Source: an optimization exercise on an open RTL-to-GDS flow (aim: small area). Production flows keep margins and buffers that such runs may drop. Function was checked by simulation only, so behaviour that the tests miss may differ from the original. Power figures rest on the tool's default switching activity, not on a simulated workload.

==> run a: inputs <==
Design CPU, start of the top module:
module CPU(
		input clk_i,
		input reset_i,
		output [31:0] pc,
		output [31:0] x31,
		output [31:0] x3,
		output [31:0] imem_addr_o,
		input  [31:0] imem_data_i,
		output [31:0] dmem_addr_o,
		output [31:0] dmem_wdata_o,
		output [3:0]  dmem_we_o,
		input  [31:0] dmem_rdata_i
    );
	reg [31:2] pc_r;
	reg [4:0]  rdp_r;
	reg        rdp_act_r;
	reg [31:0] ifid_instr;
	reg [31:2] ifid_pc;
	reg        ifid_stall;
	reg [31:0] idex_instr;
	reg [31:2] idex_pc;
	reg        idex_stall;
	reg [2:0]  idex_s1;      
	reg [2:0]  idex_s2;      
	reg        prevb_r, prev2b_r, preve_r, prev2e_r;
	reg [31:0] fwd_two_r;
	reg [31:0] exm_alu;
	reg [31:0] exm_wdata;
	reg [31:0] exm_a;
	reg [4:0]  exm_rd;
	reg [5:0]  exm_opc;
	reg        exm_stall;
	reg        mpulse_r;
	reg        rst_d;        
	reg [1:0]  cnt_r;
	reg [31:0] acc_r;
	reg [31:0] pcount_r;
	reg [31:0] wb_data;
	reg        wb_ld;
	reg [4:0]  wb_rd;
	reg        wb_we;
	wire vs;             
	wire [31:0] idata = imem_data_i;
	wire        if_branch;
	wire [31:2] pc_new;
	assign imem_addr_o = {pc_r, 2'b00};
	assign pc          = {ifid_pc, 2'b00};
	wire i_brs = (idata[6:2] == 5'b11000) || (idata[6:2] == 5'b01100) || (idata[6:2] == 5'b01000);
	wire stall_w = ~if_branch & rdp_act_r &
	               ((idata[19:15] == rdp_r) || (i_brs && (idata[24:20] == rdp_r)));
	wire [31:2] pc_next = if_branch ? pc_new : stall_w ? pc_r : pc_r + 30'd1;
	always @(posedge clk_i) begin
		if (reset_i) begin
			pc_r       <= 30'b0;
			rdp_act_r  <= 1'b0;
			ifid_instr <= 32'h00000013;
			ifid_pc    <= 30'b0;
			ifid_stall <= 1'b0;
		end else if (!vs) begin
			pc_r       <= pc_next;
			rdp_act_r  <= (idata[6:2] == 5'b00000);
			ifid_instr <= idata;
			ifid_pc    <= pc_r;
			ifid_stall <= stall_w;
		end
	end
	always @(posedge clk_i)
		if (!vs) rdp_r <= idata[11:7];
	wire [31:0] ins = idex_instr;
	reg  [3:0]  alu_op;
	reg  [5:0]  opc;
	reg  [31:0] imm;
	always @(*) begin
		case (ins[6:2])
		5'b00000, 5'b01000, 5'b11001: alu_op = 4'b0000;
		5'b00100, 5'b01100: begin
			alu_op[2:0] = ins[14:12];
			alu_op[3]   = (({ins[14:12], ins[5]} == 4'b0001) || (ins[14:12] == 3'b101)) ? ins[30] : 1'b0;
		end
		5'b11000: begin
			case (ins[14:12])
			3'b000:  alu_op = 4'b1001;
  ...
export LEC_CHECK = 0
export CAP_MARGIN = 20
export CORE_MARGIN = 2
export CORE_UTILIZATION = 40
export CTS_BUF_LIST = sky130_fd_sc_hd__clkbuf_16
export CTS_CLUSTER_DIAMETER = 100
export CTS_CLUSTER_SIZE = 24
export PLACE_DENSITY = 0.6
export SLEW_MARGIN = 20
create_clock -name core_clock -period 14.0 [get_ports {clk_i}]
standard.sh (not shown) runs the stock make flow with config.mk's settings and CLKGATE_MAP_FILE= SYNTH_SCRIPT=/design/flow/synth_recipe.tcl, a recipe that flattens the netlist after the stock synthesis.
==> flow/flow/run.sh <==
#!/bin/bash
# Layout flow: the standard flow, with the combinational logic mapped for
# area. Registers stay exactly as the standard synthesis makes them (this
# is checked below; on any difference the standard netlist is re-mapped
# instead, keeping its registers).
set -euo pipefail
HERE=$(pwd)
FL=$HERE/flow
R=$HERE/orfs/results/sky130hd/CPU/base
LIB=$FLOW_HOME/platforms/sky130hd/lib/sky130_fd_sc_hd__tt_025C_1v80.lib
EXTRA=(BUFFER_PORTS_ARGS="-buffer_cell sky130_fd_sc_hd__buf_1")

# 1. standard synthesis (the reference for the registers)
bash standard.sh synth > "$HERE/flow_1_synth.log" 2>&1
cp "$R/1_2_yosys.v" "$HERE/standard_synth.v"

# 2. the same synthesis with area-oriented combinational mapping
sed -e "s#@FLOW@#$FL#g" "$FL/procs.tcl" > "$HERE/my_synth.tcl"
grep -v "^proc synth" synth_recipe.tcl >> "$HERE/my_synth.tcl"
OK=0
if make -C "$FLOW_HOME" DESIGN_CONFIG="$FLOW_CONFIG" WORK_HOME="$HERE/mysyn" CLKGATE_MAP_FILE= \
     SYNTH_SCRIPT="$HERE/my_synth.tcl" synth > "$HERE/flow_2_mysynth.log" 2>&1; then
  MY=$HERE/mysyn/results/sky130hd/CPU/base/1_2_yosys.v
  if python3 "$FL/rename_regs.py" "$HERE/standard_synth.v" "$MY" "$HERE/mine_renamed.v"; then
    cp "$HERE/mine_renamed.v" "$R/1_2_yosys.v"
    OK=1
  fi
fi
echo "own synthesis used: $OK" > "$HERE/flow_choice.txt"
if [[ $OK == 0 ]]; then
  sed -e "s#@LIB@#$LIB#g" -e "s#@IN@#$HERE/standard_synth.v#g" -e "s#@OUT@#$R/1_2_yosys.v#g" \
      -e "s#@ABC@#$FL/area.abc#g" "$FL/remap.ys" > "$HERE/remap.ys"
  yosys -s "$HERE/remap.ys" > "$HERE/flow_2_remap.log" 2>&1
fi
rm -f "$R/1_synth.odb"

# 3. the rest of the standard flow
bash standard.sh "${EXTRA[@]}" finish > "$HERE/flow_3_layout.log" 2>&1
Other scripts of this flow, unchanged in this note and not shown: flow/flow/area.abc, flow/flow/procs.tcl, flow/flow/remap.ys, flow/flow/rename_regs.py
==> inputs of run b, as changes to run a <==
Settings changed: CTS_BUF_LIST sky130_fd_sc_hd__clkbuf_16 to unset, CTS_CLUSTER_DIAMETER 100 to unset, CTS_CLUSTER_SIZE 24 to unset.
==> summary of the runs <==
Global-route usage: run b is higher than run a (0.30 points). In run a the worst hold slack is better than in run b, by 0.034 ns. Against run a, the non-clock buffer count of run b is higher by 1. Maximum frequency is about the same in run b and run a. In run a the clock-buffer cell count is lower than in run b, by 149. In synthesized area, run a and run b do not differ. In combinational power, run a and run b hardly differ.

static timing again, ports no longer ideal:
How much do the figures lean on ideal ports? The routed layouts below were timed once more, with nothing changed but the port constraints.
Step 1, drivers: a clkbuf_16 drives clk_i and a buf_2 each remaining input, both assumed.
Step 2 times the ports against the registers' clock, not the clock port: input delays grow and output delays shrink by t, the midpoint of the rising clock arrivals with the driver on.
Slacks: no drivers / after step 1 / after step 2; pairs: no drivers / after step 1.
| run | shift t [ns] | setup WS [ns] | worst hold slack (ns) | worst data-port slew with drivers (ns) | cell pins on the clock port's net |
|---|---|---|---|---|---|
| run a | 0.873 | 0.814 / 0.814 / 0.814 | 0.421 / 0.421 / 0.421 | 0.05 | 1 |
| run b | 0.925 | 0.823 / 0.823 / 0.823 | 0.388 / 0.388 / 0.388 | 0.05 | 1 |
After both steps setup and hold are still met in every run listed.
